Context: an optimization exercise on an open-source flow, tuned for small area. The choices shown serve that exercise and are no tape-out recipe. Only simulation tests tie the RTL to the original design; equivalence was not proved. Power and IR drop assume default switching activity.

Design top, start of the top module:
module top (
	input clk, reset,
	input [8:0] switches,
	input fkey,
	input bkey,
	output [11:0] rgb,
	output [7:0] sevseg0, sevseg1, sevseg2,
	output hsync, vsync
	);
Size: roughly 51 I/O pins, roughly 2400 um^2 of cells after synthesis.
export LEC_CHECK = 0
export ABC_AREA = 1
export CAP_MARGIN = 20
export CORE_MARGIN = 2
export CORE_UTILIZATION = 40
export SLEW_MARGIN = 20
create_clock -name core_clock -period 20.0 [get_ports {clk}]
standard.sh (not shown) runs the stock make flow with config.mk's settings and CLKGATE_MAP_FILE= SYNTH_SCRIPT=/design/flow/synth_recipe.tcl, a recipe that flattens the netlist after the stock synthesis.
==> flow/flow/run.sh <==
#!/bin/bash
# Layout flow: the standard synthesis, then the combinational logic between the
# registers is re-optimised and re-mapped for area with ABC (registers, their names
# and cells are kept as the standard synthesis made them; several ABC seeds are
# tried and the smallest result is kept), then the standard ORFS steps from
# floorplan to finish, with the port buffers made of the smallest buffer and a
# small clock tree.
set -euo pipefail
HERE=$(pwd)
export BUFFER_PORTS_ARGS="-buffer_cell sky130_fd_sc_hd__buf_1"
export CTS_ARGS="-buf_list sky130_fd_sc_hd__clkbuf_4 -root_buf sky130_fd_sc_hd__clkbuf_4 -sink_clustering_enable -sink_clustering_size 12 -sink_clustering_max_diameter 60 -dont_use_dummy_load -repair_clock_nets"

bash standard.sh synth > log_synth.txt 2>&1

RES=$HERE/orfs/results/$FLOW_PLATFORM/top/base
LIB=$FLOW_HOME/platforms/sky130hd/lib/sky130_fd_sc_hd__tt_025C_1v80.lib
cp $RES/1_2_yosys.v $HERE/std_synth.v
DONT=$(grep -o "cell *( *\"\?sky130_fd_sc_hd__[a-z0-9_]*" $LIB | grep -o "sky130_fd_sc_hd__[a-z0-9_]*" | grep -E "probe|lpflow|clkdly|dlygate|dlymetal|clkbuf|clkinv|einv|ebuf|sparecell|__fa_|__ha_|__fah" | sed "s/^/-dont_use /" | tr "\n" " ")

remap() {
  local S=$1
  sed "s/SEED/$S/" $HERE/flow/remap.abc > $HERE/remap_$S.abc
  cat > remap_$S.ys <<EOT
read_liberty -ignore_miss_func $LIB
setattr -mod -set blackbox 1 sky130_fd_sc_hd__df* sky130_fd_sc_hd__conb*
read_verilog $HERE/std_synth.v
hierarchy -top $FLOW_TOP
flatten
opt_clean -purge
tee -o $HERE/stat_before.txt stat -liberty $LIB
abc -liberty $LIB $DONT -script $HERE/remap_$S.abc
opt_clean -purge
write_verilog -noattr $HERE/remap_raw_$S.v
design -reset
read_liberty -lib $LIB
read_verilog $HERE/remap_raw_$S.v
hierarchy -top $FLOW_TOP
check -assert
splitnets
opt_clean -purge
hilomap -hicell sky130_fd_sc_hd__conb_1 HI -locell sky130_fd_sc_hd__conb_1 LO
insbuf -buf sky130_fd_sc_hd__buf_1 A X
opt_clean -purge
check -assert -mapped
tee -o $HERE/stat_after_$S.txt stat -liberty $LIB
write_verilog -noattr -noexpr -nohex -nodec $HERE/remapped_$S.v
EOT
  yosys remap_$S.ys > log_remap_$S.txt 2>&1 || true
}

SEEDS="0 1 2 3 4 5 6 7"
for S in $SEEDS; do
  remap $S &
  while [ $(jobs -r | wc -l) -ge 4 ]; do sleep 1; done
done
wait

BEST=""; BESTA=""
for S in $SEEDS; do
  [ -f $HERE/remapped_$S.v ] || continue
  A=$(grep "Chip area" $HERE/stat_after_$S.txt | awk '{print $NF}')
  echo "seed $S area $A" >> $HERE/remap_areas.txt
  if [ -z "$BEST" ] || awk -v a=$A -v b=$BESTA 'BEGIN{exit !(a<b)}'; then BEST=$S; BESTA=$A; fi
done
echo "best seed $BEST area $BESTA" >> $HERE/remap_areas.txt
cp $HERE/remapped_$BEST.v $HERE/remapped.v

# equivalence of the re-mapped netlist with the standard one (registers matched by name)
cat > equiv.ys <<EOT
read_liberty -ignore_miss_func $LIB
read_verilog $HERE/std_synth.v
rename $FLOW_TOP gold
read_verilog $HERE/remapped.v
rename $FLOW_TOP gate
hierarchy -check
flatten
opt_clean
async2sync
equiv_make gold gate eq
hierarchy -top eq
equiv_simple -undef
equiv_induct -undef
equiv_status -assert
EOT
yosys equiv.ys > log_equiv.txt 2>&1

cp $HERE/remapped.v $RES/1_2_yosys.v
rm -f $RES/1_synth.odb $RES/1_synth.sdc
bash standard.sh finish > log_finish.txt 2>&1
==> flow/flow/remap.abc <==
strash
&get -n
&deepsyn -T 30 -S SEED
&put
dch
amap
topo
The starting point finished clean.
Change:
==> flow/flow/run.sh (replaced) <==
#!/bin/bash
# Layout flow: the standard synthesis, then the combinational logic between the
# registers is re-optimised and re-mapped for area with ABC (registers, their names
# and cells are kept as the standard synthesis made them), then the standard ORFS
# steps from floorplan to finish, with the port buffers made of the smallest buffer.
set -euo pipefail
HERE=$(pwd)
export BUFFER_PORTS_ARGS="-buffer_cell sky130_fd_sc_hd__buf_1"
export CTS_ARGS="-buf_list sky130_fd_sc_hd__clkbuf_4 -root_buf sky130_fd_sc_hd__clkbuf_4 -sink_clustering_enable -sink_clustering_size 12 -sink_clustering_max_diameter 60 -dont_use_dummy_load -repair_clock_nets"

bash standard.sh synth > log_synth.txt 2>&1

RES=$HERE/orfs/results/$FLOW_PLATFORM/top/base
LIB=$FLOW_HOME/platforms/sky130hd/lib/sky130_fd_sc_hd__tt_025C_1v80.lib
cp $RES/1_2_yosys.v $HERE/std_synth.v
DONT=$(grep -o "cell *( *\"\?sky130_fd_sc_hd__[a-z0-9_]*" $LIB | grep -o "sky130_fd_sc_hd__[a-z0-9_]*" | grep -E "probe|lpflow|clkdly|dlygate|dlymetal|clkbuf|clkinv|einv|ebuf|sparecell|__fa_|__ha_|__fah" | sed "s/^/-dont_use /" | tr "\n" " ")
cat > remap.ys <<EOT
read_liberty -ignore_miss_func $LIB
setattr -mod -set blackbox 1 sky130_fd_sc_hd__df* sky130_fd_sc_hd__conb*
read_verilog $HERE/std_synth.v
hierarchy -top $FLOW_TOP
flatten
opt_clean -purge
tee -o $HERE/stat_before.txt stat -liberty $LIB
abc -liberty $LIB $DONT -script $HERE/flow/remap.abc
opt_clean -purge
write_verilog -noattr $HERE/remap_raw.v
design -reset
read_liberty -lib $LIB
read_verilog $HERE/remap_raw.v
hierarchy -top $FLOW_TOP
check -assert
splitnets
opt_clean -purge
hilomap -hicell sky130_fd_sc_hd__conb_1 HI -locell sky130_fd_sc_hd__conb_1 LO
insbuf -buf sky130_fd_sc_hd__buf_1 A X
opt_clean -purge
check -assert -mapped
tee -o $HERE/stat_after.txt stat -liberty $LIB
write_verilog -noattr -noexpr -nohex -nodec $HERE/remapped.v
EOT
yosys remap.ys > log_remap.txt 2>&1

# equivalence of the re-mapped netlist with the standard one (registers matched by name)
cat > equiv.ys <<EOT
read_liberty -ignore_miss_func $LIB
read_verilog $HERE/std_synth.v
rename $FLOW_TOP gold
read_verilog $HERE/remapped.v
rename $FLOW_TOP gate
hierarchy -check
flatten
opt_clean
async2sync
equiv_make gold gate eq
hierarchy -top eq
equiv_simple -undef
equiv_induct -undef
equiv_status -assert
EOT
yosys equiv.ys > log_equiv.txt 2>&1

cp $HERE/remapped.v $RES/1_2_yosys.v
rm -f $RES/1_synth.odb $RES/1_synth.sdc
bash standard.sh finish > log_finish.txt 2>&1
==> flow/flow/remap.abc (replaced) <==
strash
&get -n
&deepsyn -T 30
&put
dch
amap
topo
=> Non-clock buffer count does not change. Via count went down by 2.9%. Die area went up by 0.68%. Clock power stays flat. Register-to-register slack gains 0.13 ns.
Change:
--- a/flow/flow/run.sh
+++ b/flow/flow/run.sh
@@ -7,5 +7,5 @@
 HERE=$(pwd)
 export BUFFER_PORTS_ARGS="-buffer_cell sky130_fd_sc_hd__buf_1"
-export CTS_ARGS="-buf_list sky130_fd_sc_hd__clkbuf_4 -root_buf sky130_fd_sc_hd__clkbuf_4 -sink_clustering_enable -sink_clustering_size 12 -sink_clustering_max_diameter 60 -dont_use_dummy_load -repair_clock_nets"
+export CTS_ARGS="-buf_list {sky130_fd_sc_hd__clkbuf_2 sky130_fd_sc_hd__clkbuf_4} -root_buf sky130_fd_sc_hd__clkbuf_4 -sink_clustering_enable -sink_clustering_size 8 -sink_clustering_max_diameter 40 -dont_use_dummy_load -repair_clock_nets"
 
 bash standard.sh synth > log_synth.txt 2>&1
Result:
- The new run completed without violations
- utilization is lower by 0.19 points
- routed wire length grows by about 4.6%
- final cell count drops by 0.41%
- total power increases by about 1.2%
- sequential share of layout area is about the same
- synthesized area went up by 0.51%
- synthesized cell count stays flat

## afterwards: timing with drivers on the ports
How much do the figures lean on ideal ports? The routed layouts below were timed once more, with nothing changed but the port constraints.
Step 1 (the two cells are an assumption about what drives the block):
set clk [get_ports {clk}]
set_driving_cell -lib_cell sky130_fd_sc_hd__clkbuf_16 $clk
set_driving_cell -lib_cell sky130_fd_sc_hd__buf_2 [delete_from_list [all_inputs] $clk]
Step 2 adds t to the input delays and takes it off the output delays; t is the mean of the earliest and latest rising clock arrival at the registers after step 1. Input paths then give back, and output paths get back, about the clock's delay inside the block.
Slacks: ideal / step 1 / step 2; pairs: ideal / step 1.
run | t (ns) | slack for setup (ns) | hold WS [ns] | slew at the worst register clock pin (ns)
the first run | 0.351 | 10.872 / 10.847 / 10.847 | 0.342 / 0.342 / 0.342 | 0.12 / 0.12
the second run | 0.356 | 10.899 / 10.872 / 10.872 | 0.338 / 0.338 / 0.338 | 0.10 / 0.10
the third run | 0.350 | 10.879 / 10.858 / 10.858 | 0.338 / 0.338 / 0.338 | 0.11 / 0.11
After both steps setup and hold are still met in every run listed. For the second run, which loses most, drivers alone change the setup slack by -0.027 ns; drivers and shift together by -0.027 ns.
